From an optimization exercise on the open Yosys and OpenROAD flow, aimed at small area; shortcuts taken in it are not production practice. RTL that was checked went through simulation tests only; none was proved equivalent to the original. No functional check of the RTL was part of runs 2 and 3. No activity file was given, so power comes from the tool's default toggle rates.

==> flow/design.v <==
module  hdmi_delay_line
  #(parameter G_WIDTH = 40, G_DEPTH = 11)
   (
    input                i_clk,
    input [G_WIDTH-1:0]  i_d,
    output [G_WIDTH-1:0] o_q
    );
   reg [G_WIDTH*G_DEPTH-1:0] q_pipe;
   always @(posedge i_clk) begin
      q_pipe <= {q_pipe, i_d};   
   end
   assign o_q = q_pipe[G_WIDTH*G_DEPTH-1 -: G_WIDTH];
endmodule
module encoder
(
 input CLK,
 input [7:0] DATA,
 input [1:0] C,
 input VDE,    
 input ADE,    
 input [3:0] AUX,
 output reg [9:0] ENCODED
 );
   wire [8:0]     xored;
   wire [8:0]     xnored;
   wire [3:0]     ones;
   reg [8:0]      data_word;
   reg [8:0]      data_word_inv;
   wire [3:0]     data_word_disparity;
   reg [3:0]      dc_bias;
   assign xored[0] = DATA[0];
   assign xored[1] = DATA[1] ^ xored[0];
   assign xored[2] = DATA[2] ^ xored[1];
   assign xored[3] = DATA[3] ^ xored[2];
   assign xored[4] = DATA[4] ^ xored[3];
   assign xored[5] = DATA[5] ^ xored[4];
   assign xored[6] = DATA[6] ^ xored[5];
   assign xored[7] = DATA[7] ^ xored[6];
   assign xored[8] = 1'b1;
   assign xnored[0] = DATA[0];
   assign xnored[1] = DATA[1] ~^ xnored[0];
   assign xnored[2] = DATA[2] ~^ xnored[1];
   assign xnored[3] = DATA[3] ~^ xnored[2];
   assign xnored[4] = DATA[4] ~^ xnored[3];
   assign xnored[5] = DATA[5] ~^ xnored[4];
   assign xnored[6] = DATA[6] ~^ xnored[5];
   assign xnored[7] = DATA[7] ~^ xnored[6];
   assign xnored[8] = 1'b0;
   assign ones = 4'b0 + DATA[0] + DATA[1] + DATA[2] + DATA[3] + DATA[4] + DATA[5] + DATA[6] + DATA[7];
   always @(ones, DATA[0], xnored, xored) begin
      if (ones > 4 || (ones == 4 && !DATA[0])) begin
         data_word     = xnored;
         data_word_inv = ~xnored;
      end else begin
         data_word     = xored;
         data_word_inv = ~xored;
      end
   end
   assign data_word_disparity = 4'b1100 + data_word[0] + data_word[1] + data_word[2] + data_word[3] + data_word[4] + data_word[5] + data_word[6] + data_word[7];
   always @(posedge CLK) begin
      if (VDE) begin
         if (dc_bias == 0 || data_word_disparity == 0) begin
            if (data_word[8]) begin
               ENCODED <= {2'b01, data_word[7:0]};
               dc_bias <= dc_bias + data_word_disparity;
            end else begin
               ENCODED <= {2'b10, data_word_inv[7:0]};
               dc_bias <= dc_bias - data_word_disparity;
            end
         end else if ((!dc_bias[3] && !data_word_disparity[3]) || (dc_bias[3] && data_word_disparity[3])) begin
            ENCODED <= {1'b1, data_word[8], data_word_inv[7:0]};
            dc_bias <= dc_bias + data_word[8] - data_word_disparity;
         end else begin
            ENCODED <= {1'b0, data_word};
            dc_bias <= dc_bias - data_word_inv[8] + data_word_disparity;
         end
      end else if (ADE) begin
         case (AUX)
           4'b0000 : ENCODED <= 10'b1010011100;
           4'b0001 : ENCODED <= 10'b1001100011;
           4'b0010 : ENCODED <= 10'b1011100100;
           4'b0011 : ENCODED <= 10'b1011100010;
           4'b0100 : ENCODED <= 10'b0101110001;
           4'b0101 : ENCODED <= 10'b0100011110;
           4'b0110 : ENCODED <= 10'b0110001110;
           4'b0111 : ENCODED <= 10'b0100111100;
           4'b1000 : ENCODED <= 10'b1011001100;
           4'b1001 : ENCODED <= 10'b0100111001;
           4'b1010 : ENCODED <= 10'b0110011100;
           4'b1011 : ENCODED <= 10'b1011000110;
           4'b1100 : ENCODED <= 10'b1010001110;
           4'b1101 : ENCODED <= 10'b1001110001;
           4'b1110 : ENCODED <= 10'b0101100011;
           default : ENCODED <= 10'b1011000011;
         endcase
      end else begin
         case (C)
           2'b00   : ENCODED <= 10'b1101010100;
           2'b01   : ENCODED <= 10'b0010101011;
           2'b10   : ENCODED <= 10'b0101010100;
           default : ENCODED <= 10'b1010101011;
         endcase
         dc_bias <= 0;
      end
   end
endmodule
module hdmidataencoder
#(parameter FREQ=27000000, FS=48000, CTS=27000, N=6144)
(
   input          i_pixclk,
   input          i_reset,
   input          i_hSync,
   input          i_vSync,
   input          i_blank,
   input          i_audio_enable,
   input          i_aspect_169,
   input [15:0]   i_audioL,
   input [15:0]   i_audioR,
   output [1:0]   o_d0,         
   output [3:0]   o_d1,
   output [3:0]   o_d2,
   output         o_data,
   output reg     o_prevBlank   
);
localparam [16:0] CTS_ = CTS;
localparam integer ATIMER_LIMIT = FREQ/FS;          
localparam [191:0] channelStatus = (FS == 48000)?192'hc202004004:(FS == 44100)?192'hc200004004:192'hc203004004;
localparam [55:0] audioRegenPacket = {N[7:0], N[15:8], 8'h00, CTS[7:0], CTS[15:8], 16'h0000};
reg [15:0] counterX;
reg        firstHSyncChange;
reg        oddLine;
reg        prevHSync;
reg        allowGeneration;
reg        wrapped;
reg [1:0]  pktType;             
reg [16:0] ctsTimer;
reg [9:0]  audioTimer;
reg [7:0]  channelStatusIdx;
reg [1:0]  samplesHead;
reg [23:0] audioPacketHeader;
reg [15:0] audioLAvg, audioRAvg;
reg [15:0] sL0, sL1, sL2, sL3;
reg [15:0] sR0, sR1, sR2, sR3;
reg [2:0]  sS0, sS1, sS2, sS3;   
reg [4:0]  sC0, sC1, sC2, sC3;   
reg [4:0]  dataOffset;
reg [7:0]  bchHdr, bchCode0, bchCode1, bchCode2, bchCode3;
function [7:0] ECCcode;
   input [7:0] code;
   input bita;
   input passthroughData;
   begin
      ECCcode = {code[6:0], 1'b0} ^ (((code[7] ^ bita) && passthroughData) ? 8'hC1 : 8'h00);
   end
endfunction
function [1:0] SubBits;
   input [15:0] l;
   input [15:0] r;
   input [2:0]  s;
   input [4:0]  cnt;
   reg [63:0] w;
   begin
      w = {8'h00, s[2], s[0], 2'b00, s[1], s[0], 2'b00, r, 8'h00, l, 8'h00};
      SubBits = w[{cnt, 1'b0} +: 2];
   end
endfunction
wire hEdge      = prevHSync != i_hSync;
wire load       = hEdge && firstHSyncChange;
wire lowX       = counterX[15:6] == 10'd0;
wire send1      = allowGeneration && lowX && !counterX[5];
wire send2      = allowGeneration && lowX &&  counterX[5];
wire send       = allowGeneration && lowX;
wire sample     = !send2 && (audioTimer >= ATIMER_LIMIT);
wire [16:0] cts1 = ctsTimer + 1'b1;
wire regen      = cts1 >= CTS_;
reg [23:0] fHdr;
reg [55:0] fSub0;
always @* begin
   case (pktType)
      2'd0: begin fHdr = 24'h000001; fSub0 = audioRegenPacket; end
      2'd1: begin fHdr = 24'h0D0282; fSub0 = 56'h00000000191046; end
      2'd2: begin fHdr = 24'h0D0282; fSub0 = 56'h000000002A1035; end
      default: begin fHdr = 24'h0A0184; fSub0 = 56'h00000000001160; end
   endcase
end
wire [55:0] fSubN = (pktType == 2'd0) ? audioRegenPacket : 56'h0;
wire [31:0] fHdrX  = {8'h00, fHdr};
wire [63:0] fSub0X = {8'h00, fSub0};
wire [63:0] fSubNX = {8'h00, fSubN};
wire        fHdrBit = !wrapped && fHdrX[counterX[4:0]];
wire [1:0]  fSub0Bits = wrapped ? 2'b00 : fSub0X[{counterX[4:0], 1'b0} +: 2];
wire [1:0]  fSubNBits = wrapped ? 2'b00 : fSubNX[{counterX[4:0], 1'b0} +: 2];
wire [1:0] a0 = SubBits(sL0, sR0, sS0, sC0);
wire [1:0] a1 = SubBits(sL1, sR1, sS1, sC1);
wire [1:0] a2 = SubBits(sL2, sR2, sS2, sC2);
wire [1:0] a3 = SubBits(sL3, sR3, sS3, sC3);
wire       hBit = send1 ? fHdrBit : audioPacketHeader[0];
wire [1:0] p0 = send1 ? fSub0Bits : a0;
wire [1:0] p1 = send1 ? fSubNBits : a1;
wire [1:0] p2 = send1 ? fSubNBits : a2;
wire [1:0] p3 = send1 ? fSubNBits : a3;
wire passH = dataOffset < 5'd24;
wire passD = dataOffset < 5'd28;
assign o_d0[0] = passH ? hBit : bchHdr[7];
assign o_d0[1] = !send1 || (dataOffset != 5'd0);
assign o_d1 = passD ? {p3[0], p2[0], p1[0], p0[0]} : {bchCode3[7], bchCode2[7], bchCode1[7], bchCode0[7]};
assign o_d2 = passD ? {p3[1], p2[1], p1[1], p0[1]} : {bchCode3[6], bchCode2[6], bchCode1[6], bchCode0[6]};
assign o_data = send;
wire       csBit = channelStatus[channelStatusIdx];
wire [2:0] sNew  = {(^audioRAvg) ^ csBit, (^audioLAvg) ^ csBit, csBit};
wire [23:0] hdrOr = 24'h000002 | ((channelStatusIdx == 8'd0 ? 24'h100100 : 24'h000100) << samplesHead);
always @(posedge i_pixclk) begin
   audioLAvg <= i_audioL;
   audioRAvg <= i_audioR;
   if (sample) begin
      case (samplesHead)
         2'd0: begin sL0 <= audioLAvg; sR0 <= audioRAvg; sS0 <= sNew; end
         2'd1: begin sL1 <= audioLAvg; sR1 <= audioRAvg; sS1 <= sNew; end
         2'd2: begin sL2 <= audioLAvg; sR2 <= audioRAvg; sS2 <= sNew; end
         default: begin sL3 <= audioLAvg; sR3 <= audioRAvg; sS3 <= sNew; end
      endcase
   end
   if (load)
      pktType <= regen ? 2'd0 : !oddLine ? (i_aspect_169 ? 2'd2 : 2'd1) : 2'd3;
end
always @(posedge i_pixclk)
if (i_reset) begin
   counterX <= 0;
   firstHSyncChange <= 0;
   oddLine <= 0;
   prevHSync <= 0;
   o_prevBlank <= 0;
   allowGeneration <= 0;
   wrapped <= 0;
   ctsTimer <= 0;
   audioTimer <= 0;
   channelStatusIdx <= 0;
   samplesHead <= 0;
   audioPacketHeader <= 0;
   sC0 <= 5'd28; sC1 <= 5'd28; sC2 <= 5'd28; sC3 <= 5'd28;
   dataOffset <= 0;
   bchHdr <= 0;
   bchCode0 <= 0; bchCode1 <= 0; bchCode2 <= 0; bchCode3 <= 0;
end else begin
   if (sample) begin
      audioTimer <= audioTimer - (ATIMER_LIMIT - 1);
      audioPacketHeader <= audioPacketHeader | hdrOr;
      channelStatusIdx <= (channelStatusIdx < 8'd191) ? channelStatusIdx + 8'd1 : 8'd0;
      samplesHead <= samplesHead + 2'd1;
      case (samplesHead)
         2'd0: sC0 <= 0;
         2'd1: sC1 <= 0;
         2'd2: sC2 <= 0;
         default: sC3 <= 0;
      endcase
   end else begin
      audioTimer <= audioTimer + 1'b1;
   end
   if (send2) begin
      samplesHead <= 0;
      audioPacketHeader <= audioPacketHeader >> 1;
      if (sC0 < 5'd28) sC0 <= sC0 + 1'b1;
      if (sC1 < 5'd28) sC1 <= sC1 + 1'b1;
      if (sC2 < 5'd28) sC2 <= sC2 + 1'b1;
      if (sC3 < 5'd28) sC3 <= sC3 + 1'b1;
   end
   if (send) begin
      bchHdr   <= ECCcode(bchHdr, hBit, passH);
      bchCode0 <= ECCcode(ECCcode(bchCode0, p0[0], passD), p0[1], passD);
      bchCode1 <= ECCcode(ECCcode(bchCode1, p1[0], passD), p1[1], passD);
      bchCode2 <= ECCcode(ECCcode(bchCode2, p2[0], passD), p2[1], passD);
      bchCode3 <= ECCcode(ECCcode(bchCode3, p3[0], passD), p3[1], passD);
      dataOffset <= dataOffset + 5'd1;
   end
   ctsTimer <= (load && regen) ? cts1 - CTS_ + 1'b1 : cts1;
   if (!o_prevBlank && i_blank)
      firstHSyncChange <= 1;
   if (o_prevBlank && !i_blank)
      allowGeneration <= 0;
   if (load) begin
      oddLine <= !oddLine;
      counterX <= 0;
      wrapped <= 0;
      allowGeneration <= i_audio_enable;
   end else begin
      counterX <= counterX + 1'b1;
      if (&counterX)
         wrapped <= 1;
   end
   if (hEdge)
      firstHSyncChange <= !firstHSyncChange;
   o_prevBlank <= i_blank;
   prevHSync <= i_hSync;
end
endmodule
module hdmi
#(parameter FREQ=25200000, FS=48000, CTS=25200, N=6144)
 (
   input        I_CLK_PIXEL,
   input        I_RESET,      
   input [7:0]  I_R,
   input [7:0]  I_G,
   input [7:0]  I_B,
   input        I_BLANK,
   input        I_HSYNC,
   input        I_VSYNC,
   input        I_ASPECT_169,
   input        I_AUDIO_ENABLE,
   input [15:0] I_AUDIO_PCM_L,
   input [15:0] I_AUDIO_PCM_R,
   output [9:0] O_RED,    
   output [9:0] O_GREEN,  
   output [9:0] O_BLUE    
);
   wire [9:0]   red;
   wire [9:0]   green;
   wire [9:0]   blue;
   wire [9:0]   enc0out;
   wire [9:0]   enc1out;
   wire [9:0]   enc2out;
   wire         dataNext;
   wire [1:0]   dataPacket0Next;
   wire [3:0]   dataPacket1Next;
   wire [3:0]   dataPacket2Next;
   wire [24:0]  videoOut;       
   wire [1:0]   syncOut11;      
   wire [1:0]   syncOut12;      
   wire [10:0]  dataLineOut;    
   wire [10:0]  dataLine1;      
   wire         data;
   wire [7:0]   ROut;
   wire [7:0]   GOut;
   wire [7:0]   BOut;
   wire         vdeOut;
   wire         dataOut;
   wire [1:0]   vhSyncOut;
   wire         prevBlank;
   reg          prevData;
   wire [3:0]   dataPacket0Out;
   wire [3:0]   dataPacket1Out;
   wire [3:0]   dataPacket2Out;
   reg          ctl0;
   reg          ctl2;
   reg [2:0]    state;
   reg [3:0]    clockCounter;
   hdmi_delay_line #(.G_WIDTH(25), .G_DEPTH(11)) video_line
     (.i_clk(I_CLK_PIXEL), .i_d({I_R, I_G, I_B, !I_BLANK}), .o_q(videoOut));
   hdmi_delay_line #(.G_WIDTH(2), .G_DEPTH(11)) sync_line
     (.i_clk(I_CLK_PIXEL), .i_d({I_VSYNC, I_HSYNC}), .o_q(syncOut11));
   hdmi_delay_line #(.G_WIDTH(2), .G_DEPTH(1)) sync_line2
     (.i_clk(I_CLK_PIXEL), .i_d(syncOut11), .o_q(syncOut12));
   hdmi_delay_line #(.G_WIDTH(11), .G_DEPTH(1)) data_line1
     (.i_clk(I_CLK_PIXEL), .i_d({dataNext, dataPacket0Next, dataPacket1Next, dataPacket2Next}), .o_q(dataLine1));
   hdmi_delay_line #(.G_WIDTH(11), .G_DEPTH(11)) data_line
     (.i_clk(I_CLK_PIXEL), .i_d(dataLine1), .o_q(dataLineOut));
   assign ROut = videoOut[24:17];
   assign GOut = videoOut[16:9];
   assign BOut = videoOut[8:1];
   assign vdeOut = videoOut[0];
   assign vhSyncOut = syncOut11;
   assign data = dataLine1[10];
   assign dataOut = dataLineOut[10];
   assign dataPacket0Out = {dataLineOut[9:8], syncOut12};
   assign dataPacket1Out = dataLineOut[7:4];
   assign dataPacket2Out = dataLineOut[3:0];
   always @(posedge I_CLK_PIXEL) begin
      if (I_RESET) begin
         state <= 3'b000;
         clockCounter <= 0;
         ctl0 <= 1'b0;
         ctl2 <= 1'b0;
      end else if (!prevBlank  && I_BLANK) begin
         state <= 3'b000;
         clockCounter <= 0;
      end else begin
         case (state)
            3'b000:
               if (!prevData && data) begin       
                  state <= 3'b100;
                  ctl0 <= 1'b1;
                  ctl2 <= 1'b1;
                  clockCounter <= 0;
               end else if (prevBlank && !I_BLANK) begin  
                  state <= 3'b010;
                  ctl0 <= 1'b1;
                  ctl2 <= 1'b0;
                  clockCounter <= 0;
               end
            3'b100:                     
               if (clockCounter == 8) begin
                  state <= 3'b101;
                  ctl0 <= 1'b0;
                  ctl2 <= 1'b0;
                  clockCounter <= 0;
               end else begin
                  clockCounter <= clockCounter + 1'b1;
               end
            3'b101:                     
               if (clockCounter == 1) begin
                  state <= 3'b111;
                  clockCounter <= 0;
               end else begin
                  clockCounter <= clockCounter + 1'b1;
               end
            3'b111:
               if (clockCounter == 11) begin                   
                  state <= 3'b110;
                  clockCounter <= 0;
               end else if (prevBlank && !I_BLANK) begin  
                  state <= 3'b010;
                  ctl0 <= 1'b1;
                  ctl2 <= 1'b0;
                  clockCounter <= 0;
               end else if (!data) begin                          
                  clockCounter <= clockCounter + 1'b1;
               end
            3'b110:                    
               if (clockCounter == 1) begin
                  state <= 3'b000;
                  clockCounter <= 0;
               end else begin
                  clockCounter <= clockCounter + 1'b1;
               end
            3'b010:                      
               if (clockCounter == 8)  begin
                  state <= 3'b011;
                  ctl0 <= 1'b0;
                  ctl2 <= 1'b0;
                  clockCounter <= 0;
               end else begin
                  clockCounter <= clockCounter + 1'b1;
               end
            3'b011:                     
               if (clockCounter == 1)  begin
                  state <= 3'b001;
                  clockCounter <= 0;
               end else begin
                  clockCounter <= clockCounter + 1'b1;
               end
            3'b001:
               if (clockCounter == 11)  begin                  
                  state <= 3'b000;
                  clockCounter <= 0;
               end else if (I_BLANK) begin                          
                  clockCounter <= clockCounter + 1'b1;
               end
         endcase
      end
      prevData <= I_RESET ? 1'b0 : data;
   end
   assign blue =  ((state == 3'b101 || state == 3'b110) && vhSyncOut == 2'b00) ? 10'b1010001110 :
                  ((state == 3'b101 || state == 3'b110) && vhSyncOut == 2'b01) ? 10'b1001110001 :
                  ((state == 3'b101 || state == 3'b110) && vhSyncOut == 2'b10) ? 10'b0101100011 :
                  ((state == 3'b101 || state == 3'b110) && vhSyncOut == 2'b11) ? 10'b1011000011 :
                  (state == 3'b011)                                                          ? 10'b1011001100 : enc0out;
   assign green = (state == 3'b011                                 ) ? 10'b0100110011 :
                  (state == 3'b101 || state == 3'b110) ? 10'b0100110011 : enc1out;
   assign red =   (state == 3'b011                                 ) ? 10'b1011001100 :
                  (state == 3'b101 || state == 3'b110) ? 10'b0100110011 : enc2out;
   hdmidataencoder
     #(
       .FREQ(FREQ),
       .FS(FS),
       .CTS(CTS),
       .N(N)
       )
   dataencoder
     (
      .i_pixclk    (I_CLK_PIXEL),
      .i_reset     (I_RESET),
      .i_aspect_169 (I_ASPECT_169),
      .i_blank     (I_BLANK),
      .i_hSync     (I_HSYNC),
      .i_vSync     (I_VSYNC),
      .i_audio_enable  (I_AUDIO_ENABLE),
      .i_audioL    (I_AUDIO_PCM_L),
      .i_audioR    (I_AUDIO_PCM_R),
      .o_d0        (dataPacket0Next),
      .o_d1        (dataPacket1Next),
      .o_d2        (dataPacket2Next),
      .o_data      (dataNext),
      .o_prevBlank (prevBlank)
      );
   encoder enc0
     (
      .CLK      (I_CLK_PIXEL),
      .DATA     (BOut),
      .C        (vhSyncOut),
      .VDE      (vdeOut),
      .ADE      (dataOut),
      .AUX      (dataPacket0Out),
      .ENCODED  (enc0out)
     );
   encoder enc1
     (
     .CLK      (I_CLK_PIXEL),
     .DATA     (GOut),
     .C        ({1'b0, ctl0}),
     .VDE      (vdeOut),
     .ADE      (dataOut),
     .AUX      (dataPacket1Out),
     .ENCODED  (enc1out)
      );
   encoder enc2
     (
      .CLK     (I_CLK_PIXEL),
      .DATA    (ROut),
      .C       ({1'b0, ctl2}),
      .VDE     (vdeOut),
      .ADE     (dataOut),
      .AUX     (dataPacket2Out),
      .ENCODED (enc2out)
      );
assign O_RED   = red;
assign O_GREEN = green;
assign O_BLUE  = blue;
endmodule
==> flow/run.sh <==
#!/bin/bash
# synth_recipe.tcl (not shown) runs the flow's synth.tcl, then flattens the netlist and writes it again
# the make line also repeats each setting of config.mk as NAME=value (left out here)
make -C /OpenROAD-flow-scripts/flow DESIGN_CONFIG=/design/flow/config.mk WORK_HOME=/design/flow/orfs CLKGATE_MAP_FILE= SYNTH_SCRIPT=/design/flow/synth_recipe.tcl finish
==> flow/config.mk <==
export PLATFORM = sky130hd
export DESIGN_NAME = hdmi
export DESIGN_NICKNAME = hdmi
export VERILOG_FILES = /design/flow/design.v
export SDC_FILE = /design/flow/constraint.sdc
export NUM_CORES = 4
export LEC_CHECK = 0
export CAP_MARGIN = 20
export CORE_MARGIN = 2
export CORE_UTILIZATION = 30
export SLEW_MARGIN = 20
==> flow/constraint.sdc <==
create_clock -name core_clock -period 10.0 [get_ports {I_CLK_PIXEL}]
set_input_delay 2.0000 -clock core_clock [delete_from_list [all_inputs] [get_ports {I_CLK_PIXEL}]]
set_output_delay 2.0000 -clock core_clock [all_outputs]
set_load 0.01 [all_outputs]
==> results of run 1 <==
## per-stage QoR
step           std cells   util  instance area [um2]
2_1_floorplan       2676      -                30300
3_3_place_gp        3970  0.324                32500
3_5_place_dp        3971  0.325                32500
4_1_cts             4129  0.354                35500
5_1_grt             4130  0.354                35500
6_report            4130  0.354                35500
## cell type report
type	instances	area (um2)
tap	1298	1620
clock inverter	44	574
sequential	823	18000
multi-input combinational	1629	11400
timing repair buffer	110	1050
clock buffer	114	2420
fill	9858	64600
inverter	112	420
## where the power goes
group | internal, W | total, W | switching (W)
sequential | 0.00363 | 0.00374 | 0.000106
combinational | 0.00260 | 0.00567 | 0.00307
clock | 0.00189 | 0.00324 | 0.00134
## synthesized netlist by cell type, drive strengths merged, types with 40 or more instances
cell type	instances
a211oi	46
a21oi	191
clkbuf	73
dfxtp	669
edfxtp	154
ha	109
inv	111
mux2i	55
nand2	218
nand3	60
nor2	214
nor3	40
o21ai	63
xnor2	140
xor2	75
## kinds of logic (layout without fill, tap and decap cells)
kind of cell	count (synthesis)	in the layout	synth area share
AOI/OAI and AO/OA	467	467	0.0977
and+or+nand+nor	718	718	0.113
DFF	823	823	0.594
buffers and inverters	224	380	0.0310
xor gates and xnor gates	215	215	0.0623
adders and majority gates	146	146	0.0690
muxes	83	83	0.0334
## per-layer routing
| metal | track usage | vias up |
|---|---|---|
| met5 | 0 | - |
| met4 | 0.0353 | 2 |
| met3 | 0.0225 | 88 |
| met2 | 0.174 | 325 |
| met1 | 0.147 | 8681 |
| li1 | - | 9423 |
## final timing paths
path | startpoint | to
min reg2reg | data_line.q_pipe[29]$_DFF_P_ | data_line.q_pipe[40]$_DFF_P_
min | data_line.q_pipe[29]$_DFF_P_ | data_line.q_pipe[40]$_DFF_P_
max reg2reg | video_line.q_pipe[267]$_DFF_P_ | enc2.dc_bias[3]$_SDFFCE_PN0P_
max | video_line.q_pipe[267]$_DFF_P_ | enc2.dc_bias[3]$_SDFFCE_PN0P_
## critical path, delay by kind of cell (launching register included)
family | cells | cell delay [ns]
AOI/OAI and AO/OA | 8 | 1.12
xor gates and xnor gates | 1 | 0.17
adders and majority gates | 12 | 5.17
buffers and inverters | 8 | 0.74
DFF | 1 | 0.38
and+or+nand+nor | 4 | 0.58
## registers in the layout (all words and copies together), names as in the netlist, 10 cells and up, named ones only
| register | cells |
|---|---|
| enc1.ENCODED | 10 |
| dataencoder.sR1 | 16 |
| dataencoder.sR3 | 16 |
| enc0.ENCODED | 10 |
| dataencoder.sR2 | 16 |
| dataencoder.sL2 | 16 |
| dataencoder.audioLAvg | 16 |
| dataencoder.counterX | 16 |
| data_line1.q_pipe | 11 |
| dataencoder.audioPacketHeader | 24 |
| enc2.ENCODED | 10 |
| dataencoder.sL0 | 16 |
| dataencoder.audioTimer | 10 |
| dataencoder.ctsTimer | 17 |
| sync_line.q_pipe | 22 |
| dataencoder.audioRAvg | 16 |
| data_line.q_pipe | 111 |
| dataencoder.sL3 | 16 |
| dataencoder.sR0 | 16 |
| video_line.q_pipe | 275 |
| dataencoder.sL1 | 16 |
==> results.yml, run 1 <==
worst_setup_path:
  path_max_fanout: 13
  worstSetupEndpointType: "register"
  critical_setup_path_class: "reg -> reg"
  timing.reg2reg.setup_slack_ns: 1.62
  worst_ep_required_time_ns: 10.42
  slowest_stage: "sky130_fd_sc_hd__fa_1"
  critPathArrivalTime_ns: 8.80
  rr_worst_depth: 33
  slowest_delay_ns: 0.54
  crit_top_cell: "sky130_fd_sc_hd__fa_1"
  setup.worst_path.start_class: "register"
logic_synthesis:
  yosys-top-cells-area: "sky130_fd_sc_hd__dfxtp_1 (44%), sky130_fd_sc_hd__edfxtp_1 (15%), sky130_fd_sc_hd__ha_1 (4.5%)"
  ys.flop_type: "sky130_fd_sc_hd__dfxtp_1"
  synthCells: 2676
  synth_area_per_cell_um2: 11.3
  syn_nets: 2884
  seq_area_frac_synth: 0.594
  syn-cell-area_um2: 30300
  ys_async_sr_fraction: 0
  netlist-cell-type-count: 92
  post-synth-top-area-cell: "sky130_fd_sc_hd__dfxtp_1"
  synth_seq_cells: 823
  synth_top_area_frac: 0.441
  synth-edff-count: 154
  synth_warnings: 8
power:
  power.ir.vdd_worst_mv: 0.349
  leakagePower_nw: 13.5
  powerDensity_nw_per_um2: 356
  power_w: 0.0126
finish:
  area.growth.synth_to_final_pct: 17.0
  layout_common_cells: "sky130_fd_sc_hd__dfxtp_1 (668), sky130_fd_sc_hd__nand2_1 (218), sky130_fd_sc_hd__nor2_1 (213)"
  nets: 2968
  leading_cell_type_in_the_layout_fill_and_taps_excluded: "sky130_fd_sc_hd__dfxtp_1"
  antenna-diode-count: 0
  layout-drive-gt1-share: 0.0777
clock_network:
  clk_latency_ns: 0.66
  max_root_sink_buffers: 3
  cts-root-buf: "sky130_fd_sc_hd__clkbuf_16"
  cts.repair_timing.setup_buffer_count: 0
  clock_sink_count: 823
  cts_hold_buf: 0
  reg_clk_slew_reported_paths_ns: 0.06
  tritoncts: "done"
  cts_max_level: 3
  post_cts.resized_instances: 0
  cts_bufs_inserted: 84
worst_hold_path:
  worstHoldPathType: "reg -> reg"
  min_path_cells: 0
routing:
  highest_layer: "met5"
  met2WireLength_um: 25600
  drt_wl_total_um: 56700
  detail_route.iter0.violations: 1163
  postRouteAntennaNets: 0
  detail_route.wirelength.met1_um: 27100
  route.detailed.drc: 0
  average_routed_wire_per_standard_cell_um: 13.7
  avgViaCountPerCell: 4.48
  route.met3.wl_um: 2690
  routed-via-count: 18519
  drtPass1Iterations: 5
floorplanning:
  core_region_area_um2: 100000
  start_util: 0.303
  die_h_um: 322
  row_count: 116
  top_level_ports: 93
  floorplan.die.width_um: 322
  fp.dieArea_um2: 104000
place:
  dpl.hpwl_um: 37600
  finalWeightedCongestion: 0.812
  pre_cts_slack_ns: 1.65
  numPortBuffers: 92
global_routing:
  grt_first_pass_wirelength_um: 92000
  first_global_vias: 17733
  grt_max_degree: 73
  grt_use_total: 0.109
  antenna_found_initial: 1
  grt_remaining_overflow: 0
sta:
  rsz_0062_raised_after_global_routing: "no"
  setup-tns-final_ns: 0
  holdWs_ns: 0.270
  highest_achievable_clock_rate_mhz: 119
  final_min_period_over_clock_period: 0.838
  tightest_slew_ns: 0.890
  worst_slew_margin_rel: 0.407
  setup_viol: 0
  min_setup_slack_post_route_ns: 1.62
  final-hold-violation-count: 0
  slew_violations: 0
  fin_worst_skew_ns: 0.0554
  period_minus_slack_ns: 8.38
status:
  status: "complete, no violations"
run:
  max-cap-violations: 0
==> run 2: changes to the inputs <==
--- a/flow/design.v
+++ b/flow/design.v
@@ -21,59 +21,27 @@
  input [3:0] AUX,
  output reg [9:0] ENCODED
  );
-   wire [8:0]     xored;
-   wire [8:0]     xnored;
-   wire [3:0]     ones;
-   reg [8:0]      data_word;
-   reg [8:0]      data_word_inv;
-   wire [3:0]     data_word_disparity;
-   reg [3:0]      dc_bias;
-   assign xored[0] = DATA[0];
-   assign xored[1] = DATA[1] ^ xored[0];
-   assign xored[2] = DATA[2] ^ xored[1];
-   assign xored[3] = DATA[3] ^ xored[2];
-   assign xored[4] = DATA[4] ^ xored[3];
-   assign xored[5] = DATA[5] ^ xored[4];
-   assign xored[6] = DATA[6] ^ xored[5];
-   assign xored[7] = DATA[7] ^ xored[6];
-   assign xored[8] = 1'b1;
-   assign xnored[0] = DATA[0];
-   assign xnored[1] = DATA[1] ~^ xnored[0];
-   assign xnored[2] = DATA[2] ~^ xnored[1];
-   assign xnored[3] = DATA[3] ~^ xnored[2];
-   assign xnored[4] = DATA[4] ~^ xnored[3];
-   assign xnored[5] = DATA[5] ~^ xnored[4];
-   assign xnored[6] = DATA[6] ~^ xnored[5];
-   assign xnored[7] = DATA[7] ~^ xnored[6];
-   assign xnored[8] = 1'b0;
-   assign ones = 4'b0 + DATA[0] + DATA[1] + DATA[2] + DATA[3] + DATA[4] + DATA[5] + DATA[6] + DATA[7];
-   always @(ones, DATA[0], xnored, xored) begin
-      if (ones > 4 || (ones == 4 && !DATA[0])) begin
-         data_word     = xnored;
-         data_word_inv = ~xnored;
-      end else begin
-         data_word     = xored;
-         data_word_inv = ~xored;
-      end
-   end
-   assign data_word_disparity = 4'b1100 + data_word[0] + data_word[1] + data_word[2] + data_word[3] + data_word[4] + data_word[5] + data_word[6] + data_word[7];
+   wire [3:0] ones = DATA[0] + DATA[1] + DATA[2] + DATA[3] + DATA[4] + DATA[5] + DATA[6] + DATA[7];
+   wire       sel  = (ones > 4) || (ones == 4 && !DATA[0]);
+   wire [7:0] px;
+   assign px[0] = DATA[0];
+   genvar k;
+   generate for (k = 1; k < 8; k = k + 1) begin : g_px
+      assign px[k] = px[k-1] ^ DATA[k];
+   end endgenerate
+   wire [7:0] word = px ^ {sel, 1'b0, sel, 1'b0, sel, 1'b0, sel, 1'b0};
+   wire [3:0] n1   = word[0] + word[1] + word[2] + word[3] + word[4] + word[5] + word[6] + word[7];
+   wire [3:0] disp = n1 - 4'd4;
+   reg  [3:0] dc_bias;
+   wire cond0 = (dc_bias == 4'd0) || (n1 == 4'd4);
+   wire inv   = cond0 ? sel : (dc_bias[3] == disp[3]);
+   wire [3:0] dc_next = dc_bias + (inv ? -disp : disp)
+                        + ((!cond0 && inv && !sel) ? 4'd1 : 4'd0)
+                        - ((!cond0 && !inv && sel) ? 4'd1 : 4'd0);
    always @(posedge CLK) begin
       if (VDE) begin
-         if (dc_bias == 0 || data_word_disparity == 0) begin
-            if (data_word[8]) begin
-               ENCODED <= {2'b01, data_word[7:0]};
-               dc_bias <= dc_bias + data_word_disparity;
-            end else begin
-               ENCODED <= {2'b10, data_word_inv[7:0]};
-               dc_bias <= dc_bias - data_word_disparity;
-            end
-         end else if ((!dc_bias[3] && !data_word_disparity[3]) || (dc_bias[3] && data_word_disparity[3])) begin
-            ENCODED <= {1'b1, data_word[8], data_word_inv[7:0]};
-            dc_bias <= dc_bias + data_word[8] - data_word_disparity;
-         end else begin
-            ENCODED <= {1'b0, data_word};
-            dc_bias <= dc_bias - data_word_inv[8] + data_word_disparity;
-         end
+         ENCODED <= {inv, !sel, word ^ {8{inv}}};
+         dc_bias <= dc_next;
       end else if (ADE) begin
          case (AUX)
            4'b0000 : ENCODED <= 10'b1010011100;
@@ -138,7 +106,7 @@
 reg [7:0]  channelStatusIdx;
 reg [1:0]  samplesHead;
 reg [23:0] audioPacketHeader;
-reg [15:0] audioLAvg, audioRAvg;
+reg        sampleQ;             
 reg [15:0] sL0, sL1, sL2, sL3;
 reg [15:0] sR0, sR1, sR2, sR3;
 reg [2:0]  sS0, sS1, sS2, sS3;   
@@ -170,7 +138,11 @@
 wire send1      = allowGeneration && lowX && !counterX[5];
 wire send2      = allowGeneration && lowX &&  counterX[5];
 wire send       = allowGeneration && lowX;
-wire sample     = !send2 && (audioTimer >= ATIMER_LIMIT);
+wire sample     = sampleQ;
+wire send2Next  = !load && allowGeneration && !(o_prevBlank && !i_blank)
+                  && (counterX >= 16'd31) && (counterX <= 16'd62);
+wire sampleNext = !sampleQ && !send2Next && (audioTimer >= ATIMER_LIMIT - 1);
+wire [1:0] headNext = send2 ? 2'd0 : samplesHead;
 wire [16:0] cts1 = ctsTimer + 1'b1;
 wire regen      = cts1 >= CTS_;
 reg [23:0] fHdr;
@@ -207,17 +179,15 @@
 assign o_d2 = passD ? {p3[1], p2[1], p1[1], p0[1]} : {bchCode3[6], bchCode2[6], bchCode1[6], bchCode0[6]};
 assign o_data = send;
 wire       csBit = channelStatus[channelStatusIdx];
-wire [2:0] sNew  = {(^audioRAvg) ^ csBit, (^audioLAvg) ^ csBit, csBit};
+wire [2:0] sNew  = {(^i_audioR) ^ csBit, (^i_audioL) ^ csBit, csBit};
 wire [23:0] hdrOr = 24'h000002 | ((channelStatusIdx == 8'd0 ? 24'h100100 : 24'h000100) << samplesHead);
 always @(posedge i_pixclk) begin
-   audioLAvg <= i_audioL;
-   audioRAvg <= i_audioR;
-   if (sample) begin
-      case (samplesHead)
-         2'd0: begin sL0 <= audioLAvg; sR0 <= audioRAvg; sS0 <= sNew; end
-         2'd1: begin sL1 <= audioLAvg; sR1 <= audioRAvg; sS1 <= sNew; end
-         2'd2: begin sL2 <= audioLAvg; sR2 <= audioRAvg; sS2 <= sNew; end
-         default: begin sL3 <= audioLAvg; sR3 <= audioRAvg; sS3 <= sNew; end
+   if (sampleNext) begin
+      case (headNext)
+         2'd0: begin sL0 <= i_audioL; sR0 <= i_audioR; sS0 <= sNew; end
+         2'd1: begin sL1 <= i_audioL; sR1 <= i_audioR; sS1 <= sNew; end
+         2'd2: begin sL2 <= i_audioL; sR2 <= i_audioR; sS2 <= sNew; end
+         default: begin sL3 <= i_audioL; sR3 <= i_audioR; sS3 <= sNew; end
       endcase
    end
    if (load)
@@ -234,6 +204,7 @@
    wrapped <= 0;
    ctsTimer <= 0;
    audioTimer <= 0;
+   sampleQ <= 0;
    channelStatusIdx <= 0;
    samplesHead <= 0;
    audioPacketHeader <= 0;
@@ -242,6 +213,7 @@
    bchHdr <= 0;
    bchCode0 <= 0; bchCode1 <= 0; bchCode2 <= 0; bchCode3 <= 0;
 end else begin
+   sampleQ <= sampleNext;
    if (sample) begin
       audioTimer <= audioTimer - (ATIMER_LIMIT - 1);
       audioPacketHeader <= audioPacketHeader | hdrOr;
--- a/flow/config.mk
+++ b/flow/config.mk
@@ -7,5 +7,8 @@
 export LEC_CHECK = 0
 export CAP_MARGIN = 20
 export CORE_MARGIN = 2
-export CORE_UTILIZATION = 30
+export CORE_UTILIZATION = 50
+export CTS_BUF_LIST = sky130_fd_sc_hd__clkbuf_16
+export CTS_CLUSTER_DIAMETER = 100
+export CTS_CLUSTER_SIZE = 30
 export SLEW_MARGIN = 20
==> run 2 against run 1 <==
- still clean
- utilization up 20 points
- clock skew shrank 0.022 ns
- global-route usage rose by 7.1 points
- via count is 5.8% lower
- sequential share of layout area is 4.8 points higher
- register-to-register slack worse by 0.62 ns
- sequential power is 3% lower
- final area shrank 12%
- area after synthesis decreased by 5.7%
- synthesized cell count is 6.1% lower
- worst hold slack better by 0.048 ns
- largest power group unchanged
==> results.yml, run 2 <==
clock_network:
  post_cts.resized_instances: 0
  cts.repair_timing.setup_buffer_count: 0
  cts_bufs_inserted: 34
  cts-root-buf: "sky130_fd_sc_hd__clkbuf_16"
  cts_max_level: 2
  cts_hold_buf: 0
  tritoncts: "done"
  clk_latency_ns: 0.60
  reg_clk_slew_reported_paths_ns: 0.11
  clock_sink_count: 792
  max_root_sink_buffers: 3
logic_synthesis:
  synthCells: 2512
  seq_area_frac_synth: 0.608
  syn-cell-area_um2: 28600
  post-synth-top-area-cell: "sky130_fd_sc_hd__dfxtp_1"
  synth_top_cells_by_count: "sky130_fd_sc_hd__dfxtp_1 (638), sky130_fd_sc_hd__nand2_1 (228), sky130_fd_sc_hd__nor2_1 (184)"
  synth-edff-count: 154
  netlist-cell-type-count: 83
  synth_area_per_cell_um2: 11.4
  ys.flop_type: "sky130_fd_sc_hd__dfxtp_1"
  yosys-top-cells-area: "sky130_fd_sc_hd__dfxtp_1 (45%), sky130_fd_sc_hd__edfxtp_1 (16%), sky130_fd_sc_hd__ha_1 (4.0%)"
  ys_async_sr_fraction: 0
  synthMostInstantiatedCell: "sky130_fd_sc_hd__dfxtp_1"
  synth_warnings: 8
  synth_seq_cells: 792
  syn_nets: 2697
  synth_top_area_frac: 0.447
sta:
  rsz_0062_raised_after_global_routing: "no"
  holdWs_ns: 0.318
  fin_worst_skew_ns: 0.0335
  tightest_slew_ns: 1.00
  final_min_period_over_clock_period: 0.900
  setup-tns-final_ns: 0
  min_setup_slack_post_route_ns: 1.00
  period_minus_slack_ns: 9.00
  worst_slew_margin_rel: 0.330
  setup_viol: 0
  slew_violations: 0
  final-hold-violation-count: 0
  highest_achievable_clock_rate_mhz: 111
run:
  max-cap-violations: 0
worst_setup_path:
  rr_worst_depth: 36
  path_max_fanout: 10
  timing.rr.end: "enc2.dc_bias[3]$_SDFFCE_PN0P_"
  slowest_delay_ns: 0.72
  worstSetupEndpointType: "register"
  worst_ep_required_time_ns: 10.34
  timing.reg2reg.setup_slack_ns: 1.00
  critical_setup_path_class: "reg -> reg"
  setup.worst_path.start: "video_line.q_pipe[267]$_DFF_P_"
  slowest_stage: "sky130_fd_sc_hd__a21oi_1"
  regToRegStartpoint: "video_line.q_pipe[267]$_DFF_P_"
  critPathArrivalTime_ns: 9.34
  crit_top_cell: "sky130_fd_sc_hd__fa_1"
  setup.worst_path.start_class: "register"
  endpoint: "enc2.dc_bias[3]$_SDFFCE_PN0P_"
finish:
  layout_common_cells: "sky130_fd_sc_hd__dfxtp_1 (637), sky130_fd_sc_hd__nand2_1 (228), sky130_fd_sc_hd__nor2_1 (184)"
  biggestRegsByFlops: "video_line.q_pipe (275), data_line.q_pipe (111), dataencoder.audioPacketHeader (24)"
  antenna-diode-count: 0
  multi_input_area_um2: 10300
  final-seq-area_um2: 17400
  largest-register: "video_line.q_pipe"
  fillCellCount: 4758
  largest_register_ff_count: 275
  leading_cell_type_in_the_layout_fill_and_taps_excluded: "sky130_fd_sc_hd__dfxtp_1"
  area.growth.synth_to_final_pct: 9.41
  nets: 2738
  layout-drive-gt1-share: 0.0529
floorplanning:
  start_util: 0.506
  die_h_um: 243
  floorplan.die.width_um: 243
  core_region_area_um2: 56500
  top_level_ports: 93
  fp.dieArea_um2: 59100
  row_count: 87
global_routing:
  grt_use_total: 0.180
  first_global_vias: 16997
  grt_remaining_overflow: 0
  antenna_found_initial: 0
  grt_first_pass_wirelength_um: 87200
  grt_max_degree: 75
routing:
  routed-via-count: 17446
  drt_wl_total_um: 53200
  route.detailed.drc: 0
  postRouteAntennaNets: 0
  avgViaCountPerCell: 5.24
  detail_route.iter0.violations: 1105
  drtPass1Iterations: 5
  average_routed_wire_per_standard_cell_um: 16.0
worst_hold_path:
  worstHoldPathType: "reg -> reg"
  min_path_cells: 0
power:
  powerDensity_nw_per_um2: 321
  power.ir.vdd_worst_mv: 0.914
  leakagePower_nw: 11.8
place:
  numPortBuffers: 92
  finalWeightedCongestion: 0.839
  pre_cts_slack_ns: 0.993
  dpl.hpwl_um: 36800
status:
  status: "complete, no violations"
## run 2: critical path: cells and delay by family (launching register included)
family | cells | cell delay, ns
fa+ha+maj | 13 | 4.90
compound gates | 6 | 1.41
flops | 1 | 0.36
xor+xnor | 5 | 1.03
buf+inv | 8 | 0.65
simple gates | 4 | 0.41
## run 2: cells by family (layout without fill, tap and decap cells)
logic type | after synthesis | in the layout | share of synthesized area
fa+ha+maj | 122 | 122 | 0.0612
mux | 75 | 75 | 0.0336
flops | 792 | 792 | 0.608
xor+xnor | 181 | 181 | 0.0557
simple gates | 669 | 669 | 0.112
buf+inv | 228 | 288 | 0.0308
compound gates | 445 | 445 | 0.0989
## run 2: metrics by stage
step	total power, W	std cells	area [um2]	utilization
after global routing	0.0109	3328	31300	0.554
after CTS	0.0102	3328	31300	0.554
after floorplan	0.00741	2512	28600	-
after detailed placement	0.00845	3273	30200	0.535
after global placement	0.00823	3273	30200	0.535
final	0.0100	3328	31300	0.554
## run 2: area by class of cell
type / instances / share of cell area
Clock buffer: 34 / 0.0272
Clock inverter: 21 / 0.00700
Inverter: 119 / 0.0143
Multi-Input combinational cell: 1492 / 0.331
Sequential cell: 792 / 0.556
Tap cell: 756 / 0.0302
Timing Repair Buffer: 114 / 0.0346
## run 2: how the worst min path moves through the flow
stage / slack, ns / startpoint / end
floorplan: 0.31 / data_line1.q_pipe[0]$_DFF_P_ / data_line.q_pipe[0]$_DFF_P_
global placement: 0.31 / data_line.q_pipe[1]$_DFF_P_ / data_line.q_pipe[12]$_DFF_P_
detailed placement: 0.31 / data_line.q_pipe[90]$_DFF_P_ / data_line.q_pipe[101]$_DFF_P_
CTS: 0.33 / data_line.q_pipe[33]$_DFF_P_ / data_line.q_pipe[44]$_DFF_P_
global route: 0.33 / video_line.q_pipe[115]$_DFF_P_ / video_line.q_pipe[140]$_DFF_P_
finish: 0.32 / data_line.q_pipe[33]$_DFF_P_ / data_line.q_pipe[44]$_DFF_P_
## run 2: routing by layer
metal,vias up,global-route usage,part of all wire
li1,8685,-,-
met1,8353,0.232,0.45
met2,315,0.314,0.49
met3,93,0.0217,0.033
met4,0,0.0646,0.030
met5,-,0,0
## run 2: where the power goes
part	total (W)	switching (W)	internal [W]
Clock	0.00168	0.000980	0.000703
Combinational	0.00472	0.00240	0.00232
Sequential	0.00364	0.0000780	0.00356
==> run 3: changes to the inputs <==
--- a/flow/config.mk
+++ b/flow/config.mk
@@ -8,7 +8,7 @@
 export CAP_MARGIN = 20
 export CORE_MARGIN = 2
 export CORE_UTILIZATION = 50
-export CTS_BUF_LIST = sky130_fd_sc_hd__clkbuf_16
-export CTS_CLUSTER_DIAMETER = 100
-export CTS_CLUSTER_SIZE = 30
+export CTS_BUF_LIST = sky130_fd_sc_hd__clkbuf_8
+export CTS_CLUSTER_DIAMETER = 60
+export CTS_CLUSTER_SIZE = 20
 export SLEW_MARGIN = 20
==> run 3 against run 2 <==
- register-to-register slack about the same
- worst setup slack worse by 0.0041 ns
- combinational power about the same
- total power is 0.33% higher
- flip-flop and latch count did not move
- clock skew decreased by 0.0033 ns
- clock power is 2% higher
- count of clock-buffer cells in the layout increased by 25
- via count increased by 0.82%
- largest power group unchanged
- highest routed layer is now met5
==> results.yml, run 3 <==
clock_network:
  cts_hold_buf: 0
  clk_latency_ns: 0.68
  cts_max_level: 2
  max_root_sink_buffers: 3
  cts-root-buf: "sky130_fd_sc_hd__clkbuf_8"
  post_cts.resized_instances: 0
  reg_clk_slew_reported_paths_ns: 0.11
  cts_bufs_inserted: 55
  clock_sink_count: 792
  tritoncts: "done"
  cts.repair_timing.setup_buffer_count: 0
finish:
  leading_cell_type_in_the_layout_fill_and_taps_excluded: "sky130_fd_sc_hd__dfxtp_1"
  nets: 2759
  largest_register_ff_count: 275
  layout_common_cells: "sky130_fd_sc_hd__dfxtp_1 (637), sky130_fd_sc_hd__nand2_1 (228), sky130_fd_sc_hd__nor2_1 (184)"
  area.growth.synth_to_final_pct: 9.84
  largest-register: "video_line.q_pipe"
  antenna-diode-count: 0
  biggestRegsByFlops: "video_line.q_pipe (275), data_line.q_pipe (111), dataencoder.audioPacketHeader (24)"
  layout-drive-gt1-share: 0.0674
floorplanning:
  start_util: 0.506
  floorplan.die.width_um: 243
  core_region_area_um2: 56500
  fp.dieArea_um2: 59100
  top_level_ports: 93
  row_count: 87
  die_h_um: 243
place:
  dpl.hpwl_um: 36800
  pre_cts_slack_ns: 0.993
  finalWeightedCongestion: 0.839
  numPortBuffers: 92
logic_synthesis:
  netlist-cell-type-count: 83
  synth_top_cells_by_count: "sky130_fd_sc_hd__dfxtp_1 (638), sky130_fd_sc_hd__nand2_1 (228), sky130_fd_sc_hd__nor2_1 (184)"
  post-synth-top-area-cell: "sky130_fd_sc_hd__dfxtp_1"
  ys_async_sr_fraction: 0
  synthMostInstantiatedCell: "sky130_fd_sc_hd__dfxtp_1"
  syn_nets: 2697
  yosys-top-cells-area: "sky130_fd_sc_hd__dfxtp_1 (45%), sky130_fd_sc_hd__edfxtp_1 (16%), sky130_fd_sc_hd__ha_1 (4.0%)"
  syn-cell-area_um2: 28600
  synth-edff-count: 154
  synthCells: 2512
  synth_top_area_frac: 0.447
  synth_area_per_cell_um2: 11.4
  seq_area_frac_synth: 0.608
  synth_seq_cells: 792
  synth_warnings: 8
  ys.flop_type: "sky130_fd_sc_hd__dfxtp_1"
sta:
  rsz_0062_raised_after_global_routing: "no"
  fin_worst_skew_ns: 0.0302
  setup-tns-final_ns: 0
  final-hold-violation-count: 0
  min_setup_slack_post_route_ns: 0.999
  highest_achievable_clock_rate_mhz: 111
  period_minus_slack_ns: 9.00
  slew_violations: 0
  setup_viol: 0
  tightest_slew_ns: 1.00
  final_min_period_over_clock_period: 0.900
  worst_slew_margin_rel: 0.330
worst_setup_path:
  critical_setup_path_class: "reg -> reg"
  setup.worst_path.start: "video_line.q_pipe[267]$_DFF_P_"
  path_max_fanout: 10
  regToRegStartpoint: "video_line.q_pipe[267]$_DFF_P_"
  setup.worst_path.start_class: "register"
  worstSetupEndpointType: "register"
  critPathArrivalTime_ns: 9.42
  timing.rr.end: "enc2.dc_bias[3]$_SDFFCE_PN0P_"
  slowest_delay_ns: 0.72
  crit_top_cell: "sky130_fd_sc_hd__fa_1"
  timing.reg2reg.setup_slack_ns: 1.0
  slowest_stage: "sky130_fd_sc_hd__a21oi_1"
  rr_worst_depth: 36
  worst_ep_required_time_ns: 10.41
routing:
  routed-via-count: 17589
  highest_layer: "met5"
  drtPass1Iterations: 7
  avgViaCountPerCell: 5.23
  detail_route.iter0.violations: 1149
  postRouteAntennaNets: 0
  drt_wl_total_um: 53700
  detail_route.wirelength.met1_um: 24100
  route.detailed.drc: 0
  average_routed_wire_per_standard_cell_um: 16.0
  route.met3.wl_um: 1950
  met2WireLength_um: 26000
global_routing:
  grt_max_degree: 75
  grt_use_total: 0.182
  first_global_vias: 17233
  antenna_found_initial: 1
  grt_remaining_overflow: 0
  grt_first_pass_wirelength_um: 88000
worst_hold_path:
  worst_hold_startpoint: "data_line.q_pipe[94]$_DFF_P_"
  worstHoldPathType: "reg -> reg"
  min_path_cells: 0
  hold-path-endpoint: "data_line.q_pipe[105]$_DFF_P_"
power:
  leakagePower_nw: 11.9
  power.ir.vdd_worst_mv: 0.916
  powerDensity_nw_per_um2: 321
run:
  max-cap-violations: 0
status:
  status: "complete, no violations"
## run 3: cell counts after synthesis
Identical to the previous run, type by type.
## run 3: kinds of logic after synthesis
logic type / count (synthesis) / share of synthesized area
AO/OA/AOI/OAI: 445 / 0.0989
XOR/XNOR: 181 / 0.0557
adder cells (fa/ha/maj): 122 / 0.0612
buffers and inverters: 228 / 0.0308
flip-flops: 792 / 0.608
multiplexers: 75 / 0.0336
AND/OR/NAND/NOR: 669 / 0.112
## run 3: layer usage
metal / vias to the layer above / global-route usage
met5: - / 0
met4: 2 / 0.0664
met3: 104 / 0.0265
met2: 311 / 0.314
met1: 8432 / 0.232
li1: 8740 / -
## run 3: report_power, final
group	internal (W)	total, W	switching [W]
clock	0.000678	0.00172	0.00104
combinational	0.00231	0.00471	0.00240
sequential	0.00356	0.00364	0.0000780
total	0.00655	0.0101	0.00352
## run 3: how the worst max path moves through the flow
stage	end	slack [ns]	cells past startpoint
6_report	enc2.dc_bias[3]$_SDFFCE_PN0P_	1.0	36
4_1_cts	enc2.dc_bias[3]$_SDFFCE_PN0P_	0.97	36
2_1_floorplan	enc2.dc_bias[3]$_SDFFCE_PN0P_	1.35	34
3_5_place_dp	enc2.dc_bias[3]$_SDFFCE_PN0P_	0.99	36
5_1_grt	enc2.dc_bias[3]$_SDFFCE_PN0P_	0.34	36
3_3_place_gp	enc2.dc_bias[3]$_SDFFCE_PN0P_	1.28	35
## run 3: through the flow
stage	hold WS (ns)	power, W	instance area, um2	instances	utilization
4_1_cts	0.314	0.0102	31400	3366	0.556
3_5_place_dp	0.312	0.00845	30200	3273	0.535
2_1_floorplan	0.310	0.00741	28600	2512	-
5_1_grt	0.299	0.0109	31400	3366	0.556
6_report	0.318	0.0101	31400	3366	0.556
3_3_place_gp	0.310	0.00823	30200	3273	0.535
## run 3: critical path: cells and delay by family (launching register included)
family,cells,cell delay [ns]
flops,1,0.36
compound gates,6,1.42
buf+inv,8,0.65
fa+ha+maj,13,4.89
xor+xnor,5,1.03
simple gates,4,0.41
## run 3: area by class of cell
| cell class | count | area [um2] |
|---|---|---|
| inverters | 119 | 447 |
| multi-input cells | 1492 | 10300 |
| well taps | 756 | 946 |
| clock buffers | 59 | 812 |
| clock inverters | 34 | 379 |
| repair buffers | 114 | 1080 |
| flip-flops and latches | 792 | 17400 |
| fillers | 4787 | 25100 |
==> run 4: changes to the inputs <==
--- a/flow/design.v
+++ b/flow/design.v
@@ -21,8 +21,21 @@
  input [3:0] AUX,
  output reg [9:0] ENCODED
  );
-   wire [3:0] ones = DATA[0] + DATA[1] + DATA[2] + DATA[3] + DATA[4] + DATA[5] + DATA[6] + DATA[7];
-   wire       sel  = (ones > 4) || (ones == 4 && !DATA[0]);
+   function [3:0] popcount8;
+      input [7:0] v;
+      reg s1, c1, s2, c2, s3, c3, o0, c4, t, c5, o1, c6;
+      begin
+         s1 = v[0] ^ v[1] ^ v[2];  c1 = (v[0] & v[1]) | (v[0] & v[2]) | (v[1] & v[2]);
+         s2 = v[3] ^ v[4] ^ v[5];  c2 = (v[3] & v[4]) | (v[3] & v[5]) | (v[4] & v[5]);
+         s3 = v[6] ^ v[7];         c3 = v[6] & v[7];
+         o0 = s1 ^ s2 ^ s3;        c4 = (s1 & s2) | (s1 & s3) | (s2 & s3);
+         t  = c1 ^ c2 ^ c3;        c5 = (c1 & c2) | (c1 & c3) | (c2 & c3);
+         o1 = t ^ c4;              c6 = t & c4;
+         popcount8 = {c5 & c6, c5 ^ c6, o1, o0};
+      end
+   endfunction
+   wire [3:0] ones = popcount8(DATA);
+   wire       sel  = ones[3] | (ones[2] & (ones[1] | ones[0] | !DATA[0]));
    wire [7:0] px;
    assign px[0] = DATA[0];
    genvar k;
@@ -30,14 +43,19 @@
       assign px[k] = px[k-1] ^ DATA[k];
    end endgenerate
    wire [7:0] word = px ^ {sel, 1'b0, sel, 1'b0, sel, 1'b0, sel, 1'b0};
-   wire [3:0] n1   = word[0] + word[1] + word[2] + word[3] + word[4] + word[5] + word[6] + word[7];
-   wire [3:0] disp = n1 - 4'd4;
+   wire [3:0] n1   = popcount8(word);
+   wire [3:0] disp = {!n1[3] & !n1[2], !n1[2], n1[1:0]};
    reg  [3:0] dc_bias;
-   wire cond0 = (dc_bias == 4'd0) || (n1 == 4'd4);
+   wire cond0 = (dc_bias == 4'd0) || (disp == 4'd0);
    wire inv   = cond0 ? sel : (dc_bias[3] == disp[3]);
-   wire [3:0] dc_next = dc_bias + (inv ? -disp : disp)
-                        + ((!cond0 && inv && !sel) ? 4'd1 : 4'd0)
-                        - ((!cond0 && !inv && sel) ? 4'd1 : 4'd0);
+   wire       m = !inv & sel;
+   wire [3:0] xa = disp ^ {4{inv}};
+   wire [3:0] xb = {m, m, inv ^ sel, sel};
+   wire [3:0] cs_s = dc_bias ^ xa ^ xb;
+   wire [3:0] cs_c = (dc_bias & xa) | (dc_bias & xb) | (xa & xb);
+   wire       r1 = cs_s[1] & cs_c[0];
+   wire       r2 = (cs_s[2] & cs_c[1]) | (cs_s[2] & r1) | (cs_c[1] & r1);
+   wire [3:0] dc_next = {cs_s[3] ^ cs_c[2] ^ r2, cs_s[2] ^ cs_c[1] ^ r1, cs_s[1] ^ cs_c[0], cs_s[0]};
    always @(posedge CLK) begin
       if (VDE) begin
          ENCODED <= {inv, !sel, word ^ {8{inv}}};
@@ -92,6 +110,8 @@
 );
 localparam [16:0] CTS_ = CTS;
 localparam integer ATIMER_LIMIT = FREQ/FS;          
+localparam [9:0]  AT_STEP = 10'd0 - (ATIMER_LIMIT - 1);   
+localparam [16:0] CTS_STEP = 17'd2 - CTS_;                  
 localparam [191:0] channelStatus = (FS == 48000)?192'hc202004004:(FS == 44100)?192'hc200004004:192'hc203004004;
 localparam [55:0] audioRegenPacket = {N[7:0], N[15:8], 8'h00, CTS[7:0], CTS[15:8], 16'h0000};
 reg [15:0] counterX;
@@ -143,8 +163,7 @@
                   && (counterX >= 16'd31) && (counterX <= 16'd62);
 wire sampleNext = !sampleQ && !send2Next && (audioTimer >= ATIMER_LIMIT - 1);
 wire [1:0] headNext = send2 ? 2'd0 : samplesHead;
-wire [16:0] cts1 = ctsTimer + 1'b1;
-wire regen      = cts1 >= CTS_;
+wire regen      = (ctsTimer >= CTS_ - 1'b1) && !(&ctsTimer);
 reg [23:0] fHdr;
 reg [55:0] fSub0;
 always @* begin
@@ -193,6 +212,18 @@
    if (load)
       pktType <= regen ? 2'd0 : !oddLine ? (i_aspect_169 ? 2'd2 : 2'd1) : 2'd3;
 end
+wire bchStep = send || i_reset;
+wire passHs  = passH && !i_reset;
+wire passDs  = passD && !i_reset;
+always @(posedge i_pixclk) begin
+   if (bchStep) begin
+      bchHdr   <= ECCcode(bchHdr, hBit, passHs);
+      bchCode0 <= ECCcode(ECCcode(bchCode0, p0[0], passDs), p0[1], passDs);
+      bchCode1 <= ECCcode(ECCcode(bchCode1, p1[0], passDs), p1[1], passDs);
+      bchCode2 <= ECCcode(ECCcode(bchCode2, p2[0], passDs), p2[1], passDs);
+      bchCode3 <= ECCcode(ECCcode(bchCode3, p3[0], passDs), p3[1], passDs);
+   end
+end
 always @(posedge i_pixclk)
 if (i_reset) begin
    counterX <= 0;
@@ -210,12 +241,9 @@
    audioPacketHeader <= 0;
    sC0 <= 5'd28; sC1 <= 5'd28; sC2 <= 5'd28; sC3 <= 5'd28;
    dataOffset <= 0;
-   bchHdr <= 0;
-   bchCode0 <= 0; bchCode1 <= 0; bchCode2 <= 0; bchCode3 <= 0;
 end else begin
    sampleQ <= sampleNext;
    if (sample) begin
-      audioTimer <= audioTimer - (ATIMER_LIMIT - 1);
       audioPacketHeader <= audioPacketHeader | hdrOr;
       channelStatusIdx <= (channelStatusIdx < 8'd191) ? channelStatusIdx + 8'd1 : 8'd0;
       samplesHead <= samplesHead + 2'd1;
@@ -225,9 +253,8 @@
          2'd2: sC2 <= 0;
          default: sC3 <= 0;
       endcase
-   end else begin
-      audioTimer <= audioTimer + 1'b1;
    end
+   audioTimer <= audioTimer + (sample ? AT_STEP : 10'd1);
    if (send2) begin
       samplesHead <= 0;
       audioPacketHeader <= audioPacketHeader >> 1;
@@ -236,15 +263,9 @@
       if (sC2 < 5'd28) sC2 <= sC2 + 1'b1;
       if (sC3 < 5'd28) sC3 <= sC3 + 1'b1;
    end
-   if (send) begin
-      bchHdr   <= ECCcode(bchHdr, hBit, passH);
-      bchCode0 <= ECCcode(ECCcode(bchCode0, p0[0], passD), p0[1], passD);
-      bchCode1 <= ECCcode(ECCcode(bchCode1, p1[0], passD), p1[1], passD);
-      bchCode2 <= ECCcode(ECCcode(bchCode2, p2[0], passD), p2[1], passD);
-      bchCode3 <= ECCcode(ECCcode(bchCode3, p3[0], passD), p3[1], passD);
+   if (send)
       dataOffset <= dataOffset + 5'd1;
-   end
-   ctsTimer <= (load && regen) ? cts1 - CTS_ + 1'b1 : cts1;
+   ctsTimer <= ctsTimer + ((load && regen) ? CTS_STEP : 17'd1);
    if (!o_prevBlank && i_blank)
       firstHSyncChange <= 1;
    if (o_prevBlank && !i_blank)
==> flow/config.mk (replaced) <==
export PLATFORM = sky130hd
export DESIGN_NAME = hdmi
export DESIGN_NICKNAME = hdmi
export VERILOG_FILES = /design/flow/design.v
export SDC_FILE = /design/flow/constraint.sdc
export NUM_CORES = 4
export LEC_CHECK = 0
export CAP_MARGIN = 20
export CORE_MARGIN = 2
export CORE_UTILIZATION = 65
export CTS_BUF_LIST = sky130_fd_sc_hd__clkbuf_16
export CTS_CLUSTER_DIAMETER = 100
export CTS_CLUSTER_SIZE = 34
export PLACE_DENSITY = 0.75
export SLEW_MARGIN = 20
==> run 4 against run 3 <==
- wire length fell by 13%
- cell count fell by 16%
- final area fell by 5.4%
- worst hold slack better by 0.0074 ns
- die area down 25%
- synthesized cell count decreased by 11%
- first-iteration DRC count down 7.9%
- flip-flop and latch count stayed put
- largest cell class unchanged
==> results.yml, run 4 <==
status:
  status: "complete, no violations"
power:
  leakagePower_nw: 11.4
  powerDensity_nw_per_um2: 245
  power.ir.vdd_worst_mv: 0.216
run:
  max-cap-violations: 0
finish:
  layout-drive-gt1-share: 0.0468
  layout_common_cells: "sky130_fd_sc_hd__dfxtp_1 (596), sky130_fd_sc_hd__edfxtp_1 (194), sky130_fd_sc_hd__nor2_1 (159)"
  largest-register: "video_line.q_pipe"
  area.growth.synth_to_final_pct: 7.62
  biggestRegsByFlops: "video_line.q_pipe (275), data_line.q_pipe (111), dataencoder.audioPacketHeader (24)"
  antenna-diode-count: 0
  nets: 2455
  fillCellCount: 2950
  leading_cell_type_in_the_layout_fill_and_taps_excluded: "sky130_fd_sc_hd__dfxtp_1"
  largest_register_ff_count: 275
  final_core_utilization: 0.709
logic_synthesis:
  synth_warnings: 8
  synthCells: 2224
  seq_area_frac_synth: 0.644
  synth_seq_cells: 792
  syn_nets: 2404
  synth_area_per_cell_um2: 12.4
  ys.flop_type: "sky130_fd_sc_hd__dfxtp_1"
  synth-edff-count: 194
  yosys-top-cells-area: "sky130_fd_sc_hd__dfxtp_1 (43%), sky130_fd_sc_hd__edfxtp_1 (21%), sky130_fd_sc_hd__ha_1 (4.0%)"
  synth_top_area_frac: 0.433
  post-synth-top-area-cell: "sky130_fd_sc_hd__dfxtp_1"
  synth_top_cells_by_count: "sky130_fd_sc_hd__dfxtp_1 (598), sky130_fd_sc_hd__edfxtp_1 (194), sky130_fd_sc_hd__nor2_1 (159)"
  ys_async_sr_fraction: 0
  synthMostInstantiatedCell: "sky130_fd_sc_hd__dfxtp_1"
  netlist-cell-type-count: 77
  syn-cell-area_um2: 27600
global_routing:
  grt_first_pass_wirelength_um: 76700
  grt_remaining_overflow: 0
  first_global_vias: 15231
  grt_max_degree: 74
  antenna_found_initial: 0
  grt_use_total: 0.214
sta:
  final_min_period_over_clock_period: 0.755
  highest_achievable_clock_rate_mhz: 132
  tightest_slew_ns: 1.01
  slew_violations: 0
  worst_slew_margin_rel: 0.306
  setup-tns-final_ns: 0
  setup_viol: 0
  fin_worst_skew_ns: 0.0349
  period_minus_slack_ns: 7.55
  rsz_0062_raised_after_global_routing: "no"
  final-hold-violation-count: 0
floorplanning:
  die_h_um: 210
  fp.dieArea_um2: 44200
  start_util: 0.658
  floorplan.die.width_um: 210
  row_count: 75
  core_region_area_um2: 41900
  top_level_ports: 93
routing:
  drt_wl_total_um: 46900
  average_routed_wire_per_standard_cell_um: 16.6
  route.detailed.drc: 0
  avgViaCountPerCell: 5.59
  routed-via-count: 15802
  drtPass1Iterations: 5
  postRouteAntennaNets: 0
  detail_route.iter0.violations: 1058
worst_setup_path:
  crit_top_cell: "sky130_fd_sc_hd__ha_1"
  critPathArrivalTime_ns: 7.93
  slowest_stage: "sky130_fd_sc_hd__fa_1"
  worst_ep_required_time_ns: 10.38
  slowest_delay_ns: 0.58
  worstSetupEndpointType: "register"
  path_max_fanout: 10
  setup.worst_path.start_class: "register"
  critical_setup_path_class: "reg -> reg"
place:
  dpl.hpwl_um: 32100
  finalWeightedCongestion: 0.879
  numPortBuffers: 92
clock_network:
  cts_max_level: 1
  cts_bufs_inserted: 27
  cts_hold_buf: 0
  clk_latency_ns: 0.61
  reg_clk_slew_reported_paths_ns: 0.12
  cts-root-buf: "sky130_fd_sc_hd__clkbuf_16"
  max_root_sink_buffers: 3
  cts.repair_timing.setup_buffer_count: 0
  clock_sink_count: 792
  post_cts.resized_instances: 0
  tritoncts: "done"
worst_hold_path:
  worstHoldPathType: "reg -> reg"
-- run 4: kinds of logic (layout without fill, tap and decap cells) --
| group | count (synthesis) | count (layout) | share of synthesized area |
|---|---|---|---|
| compound gates | 349 | 349 | 0.0803 |
| xor+xnor | 187 | 187 | 0.0596 |
| fa+ha+maj | 120 | 120 | 0.0617 |
| buf+inv | 186 | 250 | 0.0277 |
| flops | 792 | 792 | 0.644 |
| mux | 74 | 74 | 0.0376 |
| simple gates | 516 | 516 | 0.0888 |
-- run 4: final cells by class --
type                       count  area, um2  area share
sequential                   792      17800       0.599
multi-input combinational   1246       9080       0.306
timing repair buffer         106       1020      0.0343
clock buffer                  27        676      0.0227
tap                          539        674      0.0227
inverter                     102        383      0.0129
clock inverter                15       87.6     0.00295
-- run 4: final timing paths --
kind / to / from / cells past startpoint / slack (ns)
min reg2reg: video_line.q_pipe[244]$_DFF_P_ / video_line.q_pipe[219]$_DFF_P_ / 0 / 0.33
max reg2reg: enc2.dc_bias[3]$_SDFFCE_PN0P_ / video_line.q_pipe[267]$_DFF_P_ / 25 / 2.45
min: video_line.q_pipe[244]$_DFF_P_ / video_line.q_pipe[219]$_DFF_P_ / 0 / 0.33
max: enc2.dc_bias[3]$_SDFFCE_PN0P_ / video_line.q_pipe[267]$_DFF_P_ / 25 / 2.45
-- run 4: power breakdown --
| group | switching (W) | internal, W |
|---|---|---|
| logic | 0.00118 | 0.00110 |
| registers | 0.0000838 | 0.00354 |
| clock network | 0.000877 | 0.000504 |
-- run 4: metal layers --
metal / global-route usage / part of all wire / vias up
met4: 0.0518 / 0.022 / 0
met5: 0 / 0 / -
li1: - / - / 7755
met2: 0.361 / 0.48 / 352
met3: 0.0235 / 0.043 / 77
met1: 0.299 / 0.46 / 7618
-- run 4: critical path, delay by kind of cell, from the launching register on --
| kind | cells | cell delay (ns) |
|---|---|---|
| compound gates | 2 | 0.80 |
| mux | 1 | 0.54 |
| simple gates | 3 | 0.67 |
| buf+inv | 4 | 0.31 |
| flops | 1 | 0.50 |
| xor+xnor | 4 | 0.68 |
| fa+ha+maj | 11 | 3.82 |
-- run 4: per-stage QoR --
stage               instances  worst slack (ns)  area, um2  power (W)  hold WS (ns)
finish                   2827              2.45      29700    0.00729         0.325
global route             2827              2.00      29700    0.00778         0.336
detailed placement       2785              2.45      29000    0.00599         0.312
global placement         2785              2.76      29000    0.00589         0.309
floorplan                2224              3.01      27600    0.00542         0.310
CTS                      2827              2.42      29700    0.00736         0.328

[static timing again, ports no longer ideal]
No port has a modelled driver above. Below, the same layouts with a new extraction and two added sets of constraints.
Step 1 (the two cells are an assumption about what drives the block):
set clk [get_ports {I_CLK_PIXEL}]
set_driving_cell -lib_cell sky130_fd_sc_hd__clkbuf_16 $clk
set_driving_cell -lib_cell sky130_fd_sc_hd__buf_2 [delete_from_list [all_inputs] $clk]
Step 2 also shifts input and output timing later by t, the mid clock arrival at the registers, as if the neighbouring blocks saw the same clock.
Three values: ideal, step 1, step 2; two values: the first two.
| run | t, ns | slack for setup (ns) | worst setup path at the end | latest minus earliest clock arrival (ns) |
|---|---|---|---|---|
| run 1 | 0.696 | 1.622 / 1.622 / 1.622 | register to register | 0.062 / 0.062 |
| run 2 | 0.637 | 1.003 / 1.003 / 1.003 | register to register | 0.041 / 0.041 |
| run 3 | 0.714 | 0.999 / 0.999 / 0.999 | register to register | 0.036 / 0.036 |
| run 4 | 0.650 | 2.448 / 2.448 / 2.448 | register to register | 0.036 / 0.036 |
After both steps every run listed still meets setup and hold.
